What follows belongs to an exercise in optimizing a design on an open flow for small area and a short achievable clock period; a production flow would make more cautious choices. At most, simulation tests tie the RTL to the original design; equivalence was not proved. Power is estimated from default activity; no workload was simulated.

==> flow/design.v <==
module ALUPre #(parameter int NS1 = 1) (
  input  logic [31:0] A, B,
  input  logic [6:0] funct7,
  input  logic [2:0] funct3,
  output logic [31:0] X, Y,
  output logic cin, add,
  output logic [4-NS1:0] shamt,
  output logic fill
);
  logic [31:0] F, X0;
  logic [31:0] s [0:NS1];
  logic sub, arith, shift, sll, k11, k10, k01, k00;
  assign sll   = (funct3 == 3'b001);
  assign shift = ~funct3[1] & funct3[0];    
  assign arith = (funct3 == 3'b000);        
  assign sub   = funct7[5];
  assign fill  = sub & A[31];
  assign k11 = sub | funct3[1] | funct3[0];
  assign k10 = funct3[0] ? ~funct3[1] : ~sub;
  assign k01 = ~sub & ~funct3[0];
  assign k00 = sub & ~funct3[0];
  always_comb
    for (int i = 0; i < 32; i++)
      F[i] = B[i] ? (A[i] ? k11 : k01) : (A[i] ? k10 : k00);
  always_comb
    for (int i = 0; i < 32; i++) X0[i] = sll ? A[31-i] : F[i];
  assign s[0] = X0;
  genvar l;
  generate
    for (l = 0; l < NS1; l++) begin : sh
      localparam int D = 16 >> l;
      assign s[l+1] = (B[4-l] & shift) ? {{D{fill}}, s[l][31:D]} : s[l];
    end
  endgenerate
  assign X = s[NS1];
  assign Y = A;
  assign add = arith;
  assign cin = arith & sub;
  assign shamt = B[4-NS1:0];
endmodule
module ALU #(parameter int NS1 = 1) (
  input  logic [31:0] X, Y,
  input  logic cin, add,
  input  logic [4-NS1:0] shamt,
  input  logic fill, sel_sum, sel_r, sel_l,
  output logic [31:0] Result,
  output logic Zero, Carry, Overflow
);
  logic [32:0] c;
  logic [31:0] zt, sum;
  logic [31:0] g0, p0;
  logic [31:0] t [0:5-NS1];
  logic [31:0] S;
  logic zadd;
  logic [31:0] g;
  assign g = Y & ~X & {32{add}};
  assign g0 = {g[31:1], g[0] | (X[0] & cin)};
  assign p0 = X | g;
  logic [31:0] G [0:9];
  logic [31:0] P [0:9];
  always_comb begin
    G[0] = g0;
    P[0] = p0;
    for (int k = 0; k < 5; k++) begin
      G[k+1] = G[k];
      P[k+1] = P[k];
      for (int i = 0; i < 32; i++)
        if ((i % (2 << k)) == (2 << k) - 1) begin
          G[k+1][i] = G[k][i] | (P[k][i] & G[k][i - (1 << k)]);
          P[k+1][i] = P[k][i] & P[k][i - (1 << k)];
        end
    end
    for (int k = 3; k >= 0; k--) begin
      G[9-k] = G[8-k];
      P[9-k] = P[8-k];
      for (int i = 0; i < 32; i++)
        if ((i % (2 << k)) == (1 << k) - 1 && i >= (2 << k)) begin
          G[9-k][i] = G[8-k][i] | (P[8-k][i] & G[8-k][i - (1 << k)]);
          P[9-k][i] = P[8-k][i] & P[8-k][i - (1 << k)];
        end
    end
  end
  assign c = {G[9], cin};
  assign sum = X ^ c[31:0];
  assign zt = X ^ {p0[30:0], cin};
  assign zadd = ~|zt;
  genvar l;
  assign t[0] = X;
  generate
    for (l = 0; l < 5 - NS1; l++) begin : sh
      localparam int D = 1 << (4 - NS1 - l);
      assign t[l+1] = shamt[4-NS1-l] ? {{D{fill}}, t[l][31:D]} : t[l];
    end
  endgenerate
  assign S = t[5-NS1];
  always_comb
    for (int k = 0; k < 32; k++)
      Result[k] = (sel_r & S[k]) | (sel_l & S[31-k]) | (sel_sum & sum[k]);
  assign Zero = ((sel_r | sel_l) & ~|S) | (sel_sum & zadd) | ~(sel_r | sel_l | sel_sum);
  assign Carry = sel_sum & (c[32] ^ cin);
  assign Overflow = sel_sum & (c[32] ^ c[31]);
endmodule
module ALUControl(
  input  logic [6:0] funct7,
  input  logic [2:0] funct3,
  input  logic [6:0] opcode,
  output logic sel_sum,   
  output logic sel_r,     
  output logic sel_l      
);
  logic rtype, f7z, f7s;
  assign rtype = (opcode == 7'b0110011);
  assign f7z   = rtype & (funct7 == 7'b0000000);
  assign f7s   = rtype & (funct7 == 7'b0100000);
  assign sel_sum = ((f7z | f7s) & (funct3 == 3'b000))
                 | (f7z & funct3[2] & ~funct3[0])        
                 | (f7z & (funct3 == 3'b111));           
  assign sel_r = (f7z | f7s) & (funct3 == 3'b101);
  assign sel_l = f7z & (funct3 == 3'b001);
endmodule
module InstructionDecoder(
  input  logic [31:0] instruction,
  output logic [6:0]  opcode,
  output logic [2:0]  funct3,
  output logic [6:0]  funct7
);
  assign opcode = instruction[6:0];
  assign funct3 = instruction[14:12];
  assign funct7 = instruction[31:25];
endmodule
module ALU_Pipeline(
  input  logic clk, rst,
  input  logic [31:0] A_in, B_in,
  input  logic [31:0] instr_in,
  output logic [31:0] Result_out,
  output logic Zero_out, Carry_out, Overflow_out, Negative_out
);
  localparam int NS1 = 1;
  logic [6:0] opcode, funct7;
  logic [2:0] funct3;
  logic [31:0] X_d, Y_d;
  logic cin_d, add_d, fill_d, sel_sum_d, sel_r_d, sel_l_d;
  logic [4-NS1:0] shamt_d;
  logic [31:0] X_reg, Y_reg;
  logic cin_reg, add_reg, fill_reg, sel_sum_reg, sel_r_reg, sel_l_reg;
  logic [4-NS1:0] shamt_reg;
  logic [31:0] Result_comb;
  logic Zero_comb, Carry_comb, Overflow_comb;
  InstructionDecoder decoder (
    .instruction(instr_in),
    .opcode(opcode),
    .funct3(funct3),
    .funct7(funct7)
  );
  ALUControl control (
    .opcode(opcode), .funct3(funct3), .funct7(funct7),
    .sel_sum(sel_sum_d), .sel_r(sel_r_d), .sel_l(sel_l_d)
  );
  ALUPre #(.NS1(NS1)) pre (
    .A(A_in), .B(B_in), .funct7(funct7), .funct3(funct3),
    .X(X_d), .Y(Y_d), .cin(cin_d), .add(add_d), .shamt(shamt_d), .fill(fill_d)
  );
  always_ff @(posedge clk or posedge rst) begin
    if (rst) begin
      sel_sum_reg <= 0;
      sel_r_reg <= 0;
      sel_l_reg <= 0;
    end else begin
      sel_sum_reg <= sel_sum_d;
      sel_r_reg <= sel_r_d;
      sel_l_reg <= sel_l_d;
    end
  end
  always_ff @(posedge clk) begin
    X_reg <= X_d;
    Y_reg <= Y_d;
    cin_reg <= cin_d;
    add_reg <= add_d;
    shamt_reg <= shamt_d;
    fill_reg <= fill_d;
  end
  ALU #(.NS1(NS1)) alu_inst (
    .X(X_reg), .Y(Y_reg), .cin(cin_reg), .add(add_reg), .shamt(shamt_reg), .fill(fill_reg),
    .sel_sum(sel_sum_reg), .sel_r(sel_r_reg), .sel_l(sel_l_reg),
    .Result(Result_comb),
    .Zero(Zero_comb),
    .Carry(Carry_comb),
    .Overflow(Overflow_comb)
  );
  always_ff @(posedge clk or posedge rst) begin
    if (rst) begin
      Result_out <= 0;
      Zero_out <= 0;
      Carry_out <= 0;
      Overflow_out <= 0;
    end else begin
      Result_out <= Result_comb;
      Zero_out <= Zero_comb;
      Carry_out <= Carry_comb;
      Overflow_out <= Overflow_comb;
    end
  end
  assign Negative_out = Result_out[31];
endmodule
==> flow/config.mk <==
export PLATFORM = sky130hd
export DESIGN_NAME = ALU_Pipeline
export DESIGN_NICKNAME = ALU_Pipeline
export VERILOG_FILES = /design/flow/design.v
export SDC_FILE = /design/flow/constraint.sdc
export NUM_CORES = 4
export LEC_CHECK = 0
export ABC_AREA = 1
export CAP_MARGIN = 20
export CORE_MARGIN = 2
export CORE_UTILIZATION = 40
export CTS_BUF_LIST = sky130_fd_sc_hd__clkbuf_4 sky130_fd_sc_hd__clkbuf_8
export SETUP_SLACK_MARGIN = 4.5
export SLEW_MARGIN = 20
==> flow/constraint.sdc <==
create_clock -name core_clock -period 7.0 [get_ports {clk}]
set_input_delay 1.4000 -clock core_clock [delete_from_list [all_inputs] [get_ports {clk}]]
set_output_delay 1.4000 -clock core_clock [all_outputs]
set_load 0.01 [all_outputs]
standard.sh (not shown) runs the stock make flow with config.mk's settings and CLKGATE_MAP_FILE= SYNTH_SCRIPT=/design/flow/synth_recipe.tcl, a recipe that flattens the netlist after the stock synthesis.
==> flow/flow/run.sh <==
#!/bin/bash
# The standard layout, with the ports buffered by the smallest buffer (the resizer sizes
# them up where timing needs it) instead of buffer_ports' default delay buffer.
set -euo pipefail
bash standard.sh synth > synth.log 2>&1
export BUFFER_PORTS_ARGS="-buffer_cell sky130_fd_sc_hd__buf_1"
bash standard.sh finish > layout.log 2>&1
Then changed:
--- a/flow/design.v
+++ b/flow/design.v
@@ -2,9 +2,9 @@
   input  logic [31:0] A, B,
   input  logic [6:0] funct7,
   input  logic [2:0] funct3,
   output logic [31:0] X, Y,
-  output logic cin, add,
+  output logic cin,
   output logic [4-NS1:0] shamt,
   output logic fill
 );
   logic [31:0] F, X0;
@@ -32,16 +32,15 @@
       assign s[l+1] = (B[4-l] & shift) ? {{D{fill}}, s[l][31:D]} : s[l];
     end
   endgenerate
   assign X = s[NS1];
-  assign Y = A;
-  assign add = arith;
+  assign Y = A & {32{arith}};
   assign cin = arith & sub;
   assign shamt = B[4-NS1:0];
 endmodule
 module ALU #(parameter int NS1 = 1) (
   input  logic [31:0] X, Y,
-  input  logic cin, add,
+  input  logic cin,
   input  logic [4-NS1:0] shamt,
   input  logic fill, sel_sum, sel_r, sel_l,
   output logic [31:0] Result,
   output logic Zero, Carry, Overflow
@@ -51,12 +50,10 @@
   logic [31:0] g0, p0;
   logic [31:0] t [0:5-NS1];
   logic [31:0] S;
   logic zadd;
-  logic [31:0] g;
-  assign g = Y & ~X & {32{add}};
-  assign g0 = {g[31:1], g[0] | (X[0] & cin)};
-  assign p0 = X | g;
+  assign g0 = {Y[31:1] & ~X[31:1], (Y[0] & ~X[0]) | (X[0] & cin)};
+  assign p0 = X | Y;
   logic [31:0] G [0:9];
   logic [31:0] P [0:9];
   always_comb begin
     G[0] = g0;
@@ -81,9 +78,9 @@
     end
   end
   assign c = {G[9], cin};
   assign sum = X ^ c[31:0];
-  assign zt = X ^ {p0[30:0], cin};
+  assign zt = X ^ {X[30:0] | Y[30:0], cin};
   assign zadd = ~|zt;
   genvar l;
   assign t[0] = X;
   generate
@@ -138,12 +135,12 @@
   localparam int NS1 = 1;
   logic [6:0] opcode, funct7;
   logic [2:0] funct3;
   logic [31:0] X_d, Y_d;
-  logic cin_d, add_d, fill_d, sel_sum_d, sel_r_d, sel_l_d;
+  logic cin_d, fill_d, sel_sum_d, sel_r_d, sel_l_d;
   logic [4-NS1:0] shamt_d;
   logic [31:0] X_reg, Y_reg;
-  logic cin_reg, add_reg, fill_reg, sel_sum_reg, sel_r_reg, sel_l_reg;
+  logic cin_reg, fill_reg, sel_sum_reg, sel_r_reg, sel_l_reg;
   logic [4-NS1:0] shamt_reg;
   logic [31:0] Result_comb;
   logic Zero_comb, Carry_comb, Overflow_comb;
   InstructionDecoder decoder (
@@ -157,9 +154,9 @@
     .sel_sum(sel_sum_d), .sel_r(sel_r_d), .sel_l(sel_l_d)
   );
   ALUPre #(.NS1(NS1)) pre (
     .A(A_in), .B(B_in), .funct7(funct7), .funct3(funct3),
-    .X(X_d), .Y(Y_d), .cin(cin_d), .add(add_d), .shamt(shamt_d), .fill(fill_d)
+    .X(X_d), .Y(Y_d), .cin(cin_d), .shamt(shamt_d), .fill(fill_d)
   );
   always_ff @(posedge clk or posedge rst) begin
     if (rst) begin
       sel_sum_reg <= 0;
@@ -174,14 +171,13 @@
   always_ff @(posedge clk) begin
     X_reg <= X_d;
     Y_reg <= Y_d;
     cin_reg <= cin_d;
-    add_reg <= add_d;
     shamt_reg <= shamt_d;
     fill_reg <= fill_d;
   end
   ALU #(.NS1(NS1)) alu_inst (
-    .X(X_reg), .Y(Y_reg), .cin(cin_reg), .add(add_reg), .shamt(shamt_reg), .fill(fill_reg),
+    .X(X_reg), .Y(Y_reg), .cin(cin_reg), .shamt(shamt_reg), .fill(fill_reg),
     .sel_sum(sel_sum_reg), .sel_r(sel_r_reg), .sel_l(sel_l_reg),
     .Result(Result_comb),
     .Zero(Zero_comb),
     .Carry(Carry_comb),
What happened: The changed run finished clean; hold slack is about the same; die area climbs by 1.6%; design area grows by 1.1%; core utilization barely changes; sequential share of layout area drops by 0.55 points; flip-flop and latch count came out lower by 1; fmax went up by 0.94%; total power goes up by 2.0%; setup slack improved by 0.023 ns; register-to-register slack got worse by 0.03 ns; clock-buffer cell count goes down by 1; routed wire length fell by 1.6%; global-route usage went down by 1.2 points.
Function not checked in the second run of this note: the RTL went through the layout flow alone.

static timing again, ports no longer ideal:
The results above use ideal ports. As a check the final layouts listed here were re-extracted and re-timed, cells and wires unchanged. Step 1 sets driving cells, clkbuf_16 on the clock port and buf_2 on the other inputs (assumed; they add their load-dependent delay and slew). Step 2 also shifts input and output timing later by t, the mid clock arrival at the registers, as if the neighbouring blocks saw the same clock. a / b / c = no drivers / after step 1 / after step 2; a / b = the first two.
| run | t (ns) | setup WS [ns] | worst hold slack (ns) | slew at the worst register clock pin (ns) | worst data-port slew with drivers (ns) |
|---|---|---|---|---|---|
| the first run | 0.437 | 4.517 / 4.499 / 4.062 | 0.571 / 0.571 / 0.571 | 0.11 / 0.11 | 0.06 |
| the second run | 0.436 | 4.541 / 4.559 / 4.123 | 0.572 / 0.572 / 0.572 | 0.11 / 0.11 | 0.05 |
After both steps setup and hold are still met in every run listed. The setup slack of the first run, which loses most, moves by -0.018 ns with the drivers and by -0.455 ns with both steps.
